This is an optimization exercise on Yosys and OpenROAD, whose aim is small area, not a production implementation. RTL that was checked went through simulation tests only; none was proved equivalent to the original. No driver is modelled on the clock port, so clock power and skew are understated where the tree is cut down; a real chip needs a root buffer or a tree.

==> trial 61: inputs <==
==> flow/design.v <==
module gh_listen(clk, reset, scl, sda, rdy, first, sample, n);
	input clk, reset, scl, sda;
	output rdy;        
	output first;      
	output sample;     
	reg ps, ps2, pd, pd2;
	always @(posedge clk) begin
		ps <= scl; ps2 <= ps;
		pd <= sda; pd2 <= pd;
	end
	wire scl_pe = ps & ~ps2;
	wire sda_pe = pd & ~pd2;
	wire sda_ne = ~pd & pd2;
	reg s;
	output reg [3:0] n;
	wire wait_s = ~s & (~n[3] | (n[2:0] == 3'd0));
	always @(posedge clk) begin
		if (reset) begin s <= 1'b0; n <= 4'd14; end
		else if (s) begin
			s <= 1'b0;
			n <= n + 4'd1;
		end else if (wait_s) begin
			if (scl & sda_pe) n <= 4'd13;
			else if (scl & sda_ne) begin s <= 1'b1; n <= 4'd15; end
			else if (scl_pe) s <= 1'b1;
		end else if (n == 4'd9) n <= 4'd0;
		else if (n == 4'd14) begin
			if (sda & scl) n <= 4'd12;
		end else if (n == 4'd12) begin
			if (~sda & scl) begin s <= 1'b1; n <= 4'd15; end
		end else n <= 4'd12;
	end
	assign rdy = ~s & (n == 4'd9);
	assign sample = s & ~(n == 4'd15);
	assign first = s & (n == 4'd0);
endmodule
module glitchhammer(clk, reset, priv_scl, priv_sda, main_scl, main_sda,
					dac_level, pulldown_trans);
	input clk, reset;
	input priv_scl, priv_sda, main_scl, main_sda;
	output [7:0] dac_level;
	output pulldown_trans;
	reg nz, b;
	wire a = nz & ~b;
	assign dac_level = {a, b, b, b, nz, a, nz, b};
	assign pulldown_trans = ~nz;
	wire p_rdy, p_first, p_sample, m_rdy, m_first, m_sample;
	wire [3:0] pn, mn;
	gh_listen lp(clk, reset, priv_scl, priv_sda, p_rdy, p_first, p_sample, pn);
	gh_listen lm(clk, reset, main_scl, main_sda, m_rdy, m_first, m_sample, mn);
	reg pm;
	wire [1:0] tj;
	wire pe = (tj == 2'd0) ? ((pn == 4'd0) | (pn == 4'd5)) :
	          (tj == 2'd1) ? (pn == 4'd7) : (pn[3:2] == 2'b01);
	always @(posedge clk) if (p_sample) pm <= (p_first | pm) & (priv_sda == pe);
	reg z;
	always @(posedge clk) if (m_sample) z <= (m_first | z) & ~main_sda;
	localparam INIT = 3'd0, DC = 3'd1, LI = 3'd2, W = 3'd3, C = 3'd4,
	           CH1 = 3'd5, CH2 = 3'd6;
	reg [2:0] st;
	reg ph;
	reg [13:0] cnt;
	wire priv = cnt[8];
	wire rdy = priv ? p_rdy : m_rdy;
	wire match = priv ? pm : z;
	wire d0 = |cnt[13:9];
	wire d1 = &{cnt[13:10], cnt[8:7], cnt[4:1]};
	wire d2 = cnt[9] & cnt[5] & cnt[1];
	wire fin = d2 & cnt[0];
	wire s_init = (st == INIT), s_dc = (st == DC), s_li = (st == LI),
	     s_w = (st == W), s_c = (st == C), s_ch1 = (st == CH1), s_ch2 = (st == CH2);
	assign tj = ((s_w | s_c) & priv) ? cnt[1:0] : 2'd0;
	always @(posedge clk) begin
		if (reset) st <= INIT;
		else case (st)
			INIT: st <= DC;
			DC: st <= LI;
			LI: st <= W;
			W: if (rdy) st <= C;
			C: if (!match) st <= DC;
			   else if (priv & cnt[1]) st <= CH1;
			   else st <= W;
			CH1: if (d1) st <= CH2;
			CH2: if (fin & ~ph) st <= DC;
			default: st <= INIT;
		endcase
	end
	wire inc = ~s_w & ~(s_ch2 & fin);
	always @(posedge clk)
		cnt <= s_li ? (ph ? 14'd9 : 14'd256) : cnt + {13'd0, inc};
	always @(posedge clk) begin
		nz <= (~reset & s_ch1 & d0) | (nz & (reset | ~s_init));
		b <= (~reset & s_ch1 & d1) | (b & (reset | ~(s_init | (s_ch2 & d2))));
		ph <= ~s_init & (ph | (s_ch2 & fin));
	end
endmodule
==> flow/flow/run.sh <==
#!/bin/bash
# Layout flow: the standard flow, with the combinational logic of the standard
# synthesis re-mapped by ABC for area (every register cell is kept as the
# standard synthesis made it), minimum-size port buffers and a clock tree of
# one small root buffer and a few leaf buffers (clocktree.tcl).
set -euo pipefail
W=$(pwd)
F=$W/flow
R=$W/orfs/results/$FLOW_PLATFORM/glitchhammer/base
LIB=$FLOW_HOME/platforms/sky130hd/lib/sky130_fd_sc_hd__tt_025C_1v80.lib

# 1. the standard synthesis
bash standard.sh synth > $W/synth.log 2>&1

# 2. area re-mapping of the combinational logic
cp $R/1_2_yosys.v $W/std_1_2_yosys.v
SEQ=$(grep -oE "sky130_fd_sc_hd__\w+" $W/std_1_2_yosys.v | sort -u | grep -E "__(e?s?df|dl|sdf|edf)" | tr '\n' ' ')
cat > $W/remap.ys <<EOY
read_liberty -ignore_miss_func $LIB
read_verilog $W/std_1_2_yosys.v
hierarchy -top $FLOW_TOP
setattr -mod -set keep_hierarchy 1 $SEQ
flatten
opt -purge
abc -liberty $LIB -dont_use *probe* -dont_use *lpflow* -script $F/area.abc
opt_clean -purge
hilomap -singleton -hicell sky130_fd_sc_hd__conb_1 HI -locell sky130_fd_sc_hd__conb_1 LO
opt_clean -purge
splitnets
opt_clean -purge
stat -liberty $LIB
select $FLOW_TOP
write_verilog -noattr -nohex -nodec -selected $W/remap_all.v
EOY
yosys -s $W/remap.ys > $W/remap.log 2>&1
awk -v top="$FLOW_TOP" '$0 ~ "^module "top"\\(" {p=1} p {print} /^endmodule/ {if (p) exit}' $W/remap_all.v > $W/remap.v
# use it only if it keeps exactly the standard synthesis's registers
if diff <(grep -E "^\s*sky130_fd_sc_hd__(e?s?df|dl|sdf|edf)" $W/std_1_2_yosys.v | sort) \
        <(grep -E "^\s*sky130_fd_sc_hd__(e?s?df|dl|sdf|edf)" $W/remap.v | sort) > $W/remap_regs.diff; then
  cp $W/remap.v $R/1_2_yosys.v
  rm -f $R/1_synth.odb
else
  echo "remap changed the registers; keeping the standard netlist" >> $W/remap.log
fi

# 3. the rest of the standard flow
bash standard.sh \
  BUFFER_PORTS_ARGS="-buffer_cell sky130_fd_sc_hd__buf_1" \
  CTS_ARGS="-sink_clustering_enable -repair_clock_nets -dont_use_dummy_load -sink_clustering_size 60 -sink_clustering_max_diameter 300 -buf_list sky130_fd_sc_hd__clkbuf_8 -root_buf sky130_fd_sc_hd__clkbuf_8" \
  POST_CTS_TCL=$F/clocktree.tcl \
  CLK_TREE_SLEW_PS=112 \
  CLK_TREE_CHOICES="2:buf_8:clkbuf_2 3:buf_6:clkbuf_1 3:buf_6:clkbuf_2 2:buf_12:clkbuf_1 3:clkbuf_8:clkbuf_2 4:clkbuf_8:clkbuf_2" \
  GPL_TIMING_DRIVEN=0 \
  finish > $W/layout.log 2>&1
==> flow/flow/area.abc <==
&get -n
&deepsyn -I 10 -J 100
&dch -f
&nf -a -R 1000
&put
==> flow/flow/clocktree.tcl <==
# Rebuild the clock tree that CTS made as one root buffer driving a few leaf
# buffers, each placed in the middle of a cluster of nearby registers. The
# smallest choice whose estimated clock-pin slew is within CLK_TREE_SLEW_PS
# is kept. Every register still gets its clock through a buffer.
set block [ord::get_db_block]
set db [ord::get_db]
set root [$block findInst clkbuf_0_clk]

proc ct_sinks {net skip} {
  set r {}
  foreach it [$net getITerms] { if {[$it getInst] != $skip} { lappend r $it } }
  return $r
}
proc ct_center {it} {
  set bb [[$it getInst] getBBox]
  return [list [expr {([$bb xMin] + [$bb xMax]) / 2}] [expr {([$bb yMin] + [$bb yMax]) / 2}]]
}
proc ct_max_slew {} {
  set mx 0
  foreach pin [all_registers -clock_pins -edge_triggered] {
    foreach edge {rise fall} { foreach an {min max} {
      set s [expr {[sta::time_ui_sta [get_property $pin slew_${an}_$edge]] * 1e12}]
      if {$s > $mx} { set mx $s }
    } }
  }
  return $mx
}
# move every clock sink below the root onto the root's net, deleting the leaves
proc ct_flatten {block root rootnet} {
  foreach it [ct_sinks $rootnet $root] {
    set inst [$it getInst]
    if {[string match "sky130_fd_sc_hd__*buf_*" [[$inst getMaster] getName]]} {
      set onet [[$inst findITerm X] getNet]
      foreach s [ct_sinks $onet $inst] { $s disconnect; $s connect $rootnet }
      foreach t [$inst getITerms] { $t disconnect }
      odb::dbInst_destroy $inst
      odb::dbNet_destroy $onet
    }
  }
}
# k-means on the sinks' positions; returns a list of k lists of iterms
proc ct_cluster {sinks k} {
  set pts {}
  foreach s $sinks { lappend pts [ct_center $s] }
  set sorted [lsort -integer -index 0 [lmap p $pts {set p}]]
  set cent {}
  set n [llength $pts]
  for {set i 0} {$i < $k} {incr i} { lappend cent [lindex $sorted [expr {($n * (2 * $i + 1)) / (2 * $k)}]] }
  for {set iter 0} {$iter < 20} {incr iter} {
    set groups {}
    for {set i 0} {$i < $k} {incr i} { lappend groups {} }
    for {set j 0} {$j < $n} {incr j} {
      set p [lindex $pts $j]
      set best 0; set bd 1e30
      for {set i 0} {$i < $k} {incr i} {
        set c [lindex $cent $i]
        set d [expr {abs([lindex $p 0] - [lindex $c 0]) + abs([lindex $p 1] - [lindex $c 1])}]
        if {$d < $bd} { set bd $d; set best $i }
      }
      lset groups $best [concat [lindex $groups $best] $j]
    }
    set cent {}
    foreach g $groups {
      set sx 0; set sy 0
      foreach j $g { set sx [expr {$sx + [lindex $pts $j 0]}]; set sy [expr {$sy + [lindex $pts $j 1]}] }
      set m [expr {max(1, [llength $g])}]
      lappend cent [list [expr {$sx / $m}] [expr {$sy / $m}]]
    }
  }
  set out {}
  foreach g $groups { lappend out [lmap j $g {lindex $sinks $j}] }
  return [list $out $cent]
}

if {$root != "NULL"} {
  set rootnet [[$root findITerm X] getNet]
  set limit $::env(CLK_TREE_SLEW_PS)
  set done 0
  foreach choice $::env(CLK_TREE_CHOICES) {
    lassign [split $choice :] k leafcell rootcell
    ct_flatten $block $root $rootnet
    set sinks [ct_sinks $rootnet $root]
    replace_cell [$root getName] sky130_fd_sc_hd__$rootcell
    if {$k > 0} {
      lassign [ct_cluster $sinks $k] groups cent
      set master [$db findMaster sky130_fd_sc_hd__$leafcell]
      for {set i 0} {$i < $k} {incr i} {
        set g [lindex $groups $i]
        if {[llength $g] == 0} { continue }
        set inst [odb::dbInst_create $block $master "clkleaf_$i"]
        set net [odb::dbNet_create $block "clknet_leaf_$i"]
        $net setSigType CLOCK
        [$inst findITerm A] connect $rootnet
        [$inst findITerm X] connect $net
        foreach s $g { $s disconnect; $s connect $net }
        $inst setLocation [lindex $cent $i 0] [lindex $cent $i 1]
        $inst setPlacementStatus PLACED
      }
    } else {
      set sx 0; set sy 0
      foreach s $sinks { lassign [ct_center $s] x y; set sx [expr {$sx + $x}]; set sy [expr {$sy + $y}] }
      $root setLocation [expr {$sx / [llength $sinks]}] [expr {$sy / [llength $sinks]}]
    }
    detailed_placement
    estimate_parasitics -placement
    set slew [ct_max_slew]
    puts "clock tree choice $choice: estimated clock-pin slew $slew ps"
    if {$slew <= $limit} { set done 1; break }
  }
  if {!$done} { puts "clock tree: no choice met $limit ps; keeping the last" }
}
==> flow/standard.sh <==
#!/bin/bash
# synth_recipe.tcl (not shown) runs the flow's synth.tcl, then flattens the netlist and writes it again
# the make line also repeats each setting of config.mk as NAME=value (left out here)
make -C /OpenROAD-flow-scripts/flow DESIGN_CONFIG=/design/flow/config.mk WORK_HOME=/design/flow/orfs CLKGATE_MAP_FILE= SYNTH_SCRIPT=/design/flow/synth_recipe.tcl "${@:-finish}"
==> flow/config.mk <==
export PLATFORM = sky130hd
export DESIGN_NAME = glitchhammer
export DESIGN_NICKNAME = glitchhammer
export VERILOG_FILES = /design/flow/design.v
export SDC_FILE = /design/flow/constraint.sdc
export NUM_CORES = 4
export LEC_CHECK = 0
export CAP_MARGIN = 20
export CORE_MARGIN = 2
export CORE_UTILIZATION = 85
export PLACE_DENSITY = 0.9
export SLEW_MARGIN = 20
==> flow/constraint.sdc <==
create_clock -name core_clock -period 5.0 [get_ports {clk}]
set_input_delay 1.0000 -clock core_clock [delete_from_list [all_inputs] [get_ports {clk}]]
set_output_delay 1.0000 -clock core_clock [all_outputs]
set_load 0.01 [all_outputs]
==> inputs of trial 71, as changes to trial 61 <==
--- a/flow/design.v
+++ b/flow/design.v
@@ -50,7 +50,10 @@
 	gh_listen lm(clk, reset, main_scl, main_sda, m_rdy, m_first, m_sample, mn);
-	reg pm;
-	wire [1:0] tj;
-	wire pe = (tj == 2'd0) ? ((pn == 4'd0) | (pn == 4'd5)) :
-	          (tj == 2'd1) ? (pn == 4'd7) : (pn[3:2] == 2'b01);
-	always @(posedge clk) if (p_sample) pm <= (p_first | pm) & (priv_sda == pe);
+	reg [1:0] m;
+	wire pe = (m == 2'd0) ? (pn == 4'd5) :
+	          (m == 2'd1) ? (pn == 4'd7) : (pn[3:2] == 2'b01);
+	always @(posedge clk) if (p_sample) begin
+		if (p_first) m <= {1'b0, ~priv_sda};
+		else if (m == 2'd1 && pn == 4'd4 && priv_sda) m <= 2'd2;
+		else if (priv_sda != pe) m <= 2'd3;
+	end
 	reg z;
@@ -64,10 +67,9 @@
 	wire rdy = priv ? p_rdy : m_rdy;
-	wire match = priv ? pm : z;
+	wire match = priv ? (m == cnt[1:0]) : z;
 	wire d0 = |cnt[13:9];
 	wire d1 = &{cnt[13:10], cnt[8:7], cnt[4:1]};
-	wire d2 = cnt[9] & cnt[5] & cnt[1];
-	wire fin = d2 & cnt[0];
+	wire d2 = cnt[7] & (cnt[2] | (cnt[1] & cnt[0]));
+	wire fin = cnt[7] & cnt[2];
 	wire s_init = (st == INIT), s_dc = (st == DC), s_li = (st == LI),
 	     s_w = (st == W), s_c = (st == C), s_ch1 = (st == CH1), s_ch2 = (st == CH2);
-	assign tj = ((s_w | s_c) & priv) ? cnt[1:0] : 2'd0;
 	always @(posedge clk) begin
@@ -89,3 +91,4 @@
 	always @(posedge clk)
-		cnt <= s_li ? (ph ? 14'd9 : 14'd256) : cnt + {13'd0, inc};
+		cnt <= s_li ? (ph ? 14'd9 : 14'd256) :
+		       (s_ch1 & d1) ? 14'd0 : cnt + {13'd0, inc};
 	always @(posedge clk) begin
--- a/flow/flow/run.sh
+++ b/flow/flow/run.sh
@@ -3,4 +3,3 @@
 # synthesis re-mapped by ABC for area (every register cell is kept as the
-# standard synthesis made it), minimum-size port buffers and a clock tree of
-# one small root buffer and a few leaf buffers (clocktree.tcl).
+# standard synthesis made it), minimum-size port buffers and a smaller clock tree.
 set -euo pipefail
@@ -49,6 +48,2 @@
   CTS_ARGS="-sink_clustering_enable -repair_clock_nets -dont_use_dummy_load -sink_clustering_size 60 -sink_clustering_max_diameter 300 -buf_list sky130_fd_sc_hd__clkbuf_8 -root_buf sky130_fd_sc_hd__clkbuf_8" \
-  POST_CTS_TCL=$F/clocktree.tcl \
-  CLK_TREE_SLEW_PS=112 \
-  CLK_TREE_CHOICES="2:buf_8:clkbuf_2 3:buf_6:clkbuf_1 3:buf_6:clkbuf_2 2:buf_12:clkbuf_1 3:clkbuf_8:clkbuf_2 4:clkbuf_8:clkbuf_2" \
-  GPL_TIMING_DRIVEN=0 \
   finish > $W/layout.log 2>&1
==> flow/flow/area.abc (replaced) <==
&get -n
&st
&dch -f
&nf -a -R 1000
&put
- CORE_UTILIZATION: 85 -> 40
- PLACE_DENSITY: 0.9 -> unset
removed: flow/flow/clocktree.tcl
==> inputs of trial 95, as changes to trial 61 <==
--- a/flow/design.v
+++ b/flow/design.v
@@ -50,7 +50,10 @@
 	gh_listen lm(clk, reset, main_scl, main_sda, m_rdy, m_first, m_sample, mn);
-	reg pm;
-	wire [1:0] tj;
-	wire pe = (tj == 2'd0) ? ((pn == 4'd0) | (pn == 4'd5)) :
-	          (tj == 2'd1) ? (pn == 4'd7) : (pn[3:2] == 2'b01);
-	always @(posedge clk) if (p_sample) pm <= (p_first | pm) & (priv_sda == pe);
+	reg [1:0] m;
+	wire pe = (m == 2'd0) ? (pn == 4'd5) :
+	          (m == 2'd1) ? (pn == 4'd7) : (pn[3:2] == 2'b01);
+	always @(posedge clk) if (p_sample) begin
+		if (p_first) m <= {1'b0, ~priv_sda};
+		else if (m == 2'd1 && pn == 4'd4 && priv_sda) m <= 2'd2;
+		else if (priv_sda != pe) m <= 2'd3;
+	end
 	reg z;
@@ -64,10 +67,9 @@
 	wire rdy = priv ? p_rdy : m_rdy;
-	wire match = priv ? pm : z;
+	wire match = priv ? (m == cnt[1:0]) : z;
 	wire d0 = |cnt[13:9];
 	wire d1 = &{cnt[13:10], cnt[8:7], cnt[4:1]};
-	wire d2 = cnt[9] & cnt[5] & cnt[1];
-	wire fin = d2 & cnt[0];
+	wire d2 = cnt[7] & (cnt[2] | (cnt[1] & cnt[0]));
+	wire fin = cnt[7] & cnt[2];
 	wire s_init = (st == INIT), s_dc = (st == DC), s_li = (st == LI),
 	     s_w = (st == W), s_c = (st == C), s_ch1 = (st == CH1), s_ch2 = (st == CH2);
-	assign tj = ((s_w | s_c) & priv) ? cnt[1:0] : 2'd0;
 	always @(posedge clk) begin
@@ -89,3 +91,4 @@
 	always @(posedge clk)
-		cnt <= s_li ? (ph ? 14'd9 : 14'd256) : cnt + {13'd0, inc};
+		cnt <= s_li ? (ph ? 14'd9 : 14'd256) :
+		       (s_ch1 & d1) ? 14'd0 : cnt + {13'd0, inc};
 	always @(posedge clk) begin
- CORE_UTILIZATION: 85 -> 70
- PLACE_DENSITY: 0.9 -> 0.8
==> inputs of trial 20, as changes to trial 61 <==
--- a/flow/design.v
+++ b/flow/design.v
@@ -50,7 +50,10 @@
 	gh_listen lm(clk, reset, main_scl, main_sda, m_rdy, m_first, m_sample, mn);
-	reg pm;
-	wire [1:0] tj;
-	wire pe = (tj == 2'd0) ? ((pn == 4'd0) | (pn == 4'd5)) :
-	          (tj == 2'd1) ? (pn == 4'd7) : (pn[3:2] == 2'b01);
-	always @(posedge clk) if (p_sample) pm <= (p_first | pm) & (priv_sda == pe);
+	reg [1:0] m;
+	wire pe = (m == 2'd0) ? (pn == 4'd5) :
+	          (m == 2'd1) ? (pn == 4'd7) : (pn[3:2] == 2'b01);
+	always @(posedge clk) if (p_sample) begin
+		if (p_first) m <= {1'b0, ~priv_sda};
+		else if (m == 2'd1 && pn == 4'd4 && priv_sda) m <= 2'd2;
+		else if (priv_sda != pe) m <= 2'd3;
+	end
 	reg z;
@@ -64,10 +67,9 @@
 	wire rdy = priv ? p_rdy : m_rdy;
-	wire match = priv ? pm : z;
+	wire match = priv ? (m == cnt[1:0]) : z;
 	wire d0 = |cnt[13:9];
 	wire d1 = &{cnt[13:10], cnt[8:7], cnt[4:1]};
-	wire d2 = cnt[9] & cnt[5] & cnt[1];
-	wire fin = d2 & cnt[0];
+	wire d2 = cnt[7] & (cnt[2] | (cnt[1] & cnt[0]));
+	wire fin = cnt[7] & cnt[2];
 	wire s_init = (st == INIT), s_dc = (st == DC), s_li = (st == LI),
 	     s_w = (st == W), s_c = (st == C), s_ch1 = (st == CH1), s_ch2 = (st == CH2);
-	assign tj = ((s_w | s_c) & priv) ? cnt[1:0] : 2'd0;
 	always @(posedge clk) begin
@@ -89,3 +91,4 @@
 	always @(posedge clk)
-		cnt <= s_li ? (ph ? 14'd9 : 14'd256) : cnt + {13'd0, inc};
+		cnt <= s_li ? (ph ? 14'd9 : 14'd256) :
+		       (s_ch1 & d1) ? 14'd0 : cnt + {13'd0, inc};
 	always @(posedge clk) begin
- CORE_UTILIZATION: 85 -> 40
- PLACE_DENSITY: 0.9 -> unset
==> flow_summary.yaml <==
power_and_ir_drop:
  p_seq_frac: 0.593
timing:
  tightest_slew_ns: 0.760
floorplan:
  initial_core_util: 0.408
  die_h_um: 70.2
  fp-row-count: 24
  die_x_um: 70.2
  dieArea_sq_um: 4920
outcome:
  status: "complete, no violations"
setup_path:
  cp-start-kind: "register"
synth:
  syn_area_sq_um: 1750
  synthCells: 202
  syn_area_per_cell_sq_um: 8.67
  syn-num-nets: 208
global_route:
  grt_usage: 0.153
  met1_usage: 0.199
(the above is from trial 20)
==> flow_summary.yaml <==
floorplan:
  dieArea_sq_um: 5320
  die_h_um: 73.0
  fp-row-count: 25
  initial_core_util: 0.408
  die_x_um: 73.0
timing:
  timing.final.crit_share: 0.538
  tightest_slew_ns: 0.734
synth:
  synthCells: 227
  syn_area_sq_um: 1900
  syn-num-nets: 233
  syn_area_per_cell_sq_um: 8.38
outcome:
  status: "complete, no violations"
global_route:
  grt_usage: 0.153
  met1_usage: 0.203
power_and_ir_drop:
  pg_clk_mw: 0.191
  p_seq_frac: 0.507
setup_path:
  critPathCaptureType: "register"
(the above is from trial 71)
==> flow_summary.yaml <==
outcome:
  status: "complete, no violations"
synth:
  ys.warnings.count: 2
  syn_area_sq_um: 1750
  syn_area_per_cell_sq_um: 8.67
power_and_ir_drop:
  comb_power_mw: 0.124
  power.group.top: "registers"
  p_seq_frac: 0.607
floorplan:
  dieArea_sq_um: 2920
  die_h_um: 54.0
  initial_core_util: 0.720
  fp-row-count: 18
  die_x_um: 54.0
timing:
  tightest_slew_ns: 1.07
placed_design:
  io_buffer_count: 14
setup_path:
  cp-start-kind: "register"
worst_hold_path:
  worstHoldPathCells: 0
(the above is from trial 95)
==> flow_summary.yaml <==
floorplan:
  die_h_um: 49.2
  initial_core_util: 0.894
  die_x_um: 49.2
  fp-row-count: 16
synth:
  syn-num-nets: 221
  synthCells: 215
  syn_area_sq_um: 1740
  syn_area_per_cell_sq_um: 8.08
outcome:
  firstError: "[ERROR GPL-0301] Utilization 103.762 % exceeds 100%."
  status: "aborted with a tool error"
  haltStage: "global placement without I/O"
(the above is from trial 61)
Only the layout flow was run in trial 61; the RTL was not checked for function there. The clock cells of trial 95 and trial 20 come from the design's own scripts or RTL, not from TritonCTS.

[static timing again, ports no longer ideal]
The flow's constraints put no driver on any port. The routed layouts listed below were extracted and timed again, unchanged, in two steps.
Step 1 (the two cells are an assumption about what drives the block):
set clk [get_ports {clk}]
set_driving_cell -lib_cell sky130_fd_sc_hd__clkbuf_16 $clk
set_driving_cell -lib_cell sky130_fd_sc_hd__buf_2 [delete_from_list [all_inputs] $clk]
Step 2 adds t to the input delays and takes it off the output delays; t is the mean of the earliest and latest rising clock arrival at the registers after step 1. Input paths then give back, and output paths get back, about the clock's delay inside the block.
Three values: ideal, step 1, step 2; two values: the first two.
run | t (ns) | slack for setup (ns) | latest minus earliest clock arrival (ns)
trial 71 | 0.309 | 2.309 / 2.309 / 2.309 | 0.015 / 0.015
trial 95 | 0.468 | 1.622 / 1.622 / 1.622 | 0.013 / 0.013
trial 20 | 0.459 | 1.643 / 1.643 / 1.643 | 0.015 / 0.015
After both steps every run listed still meets setup and hold.
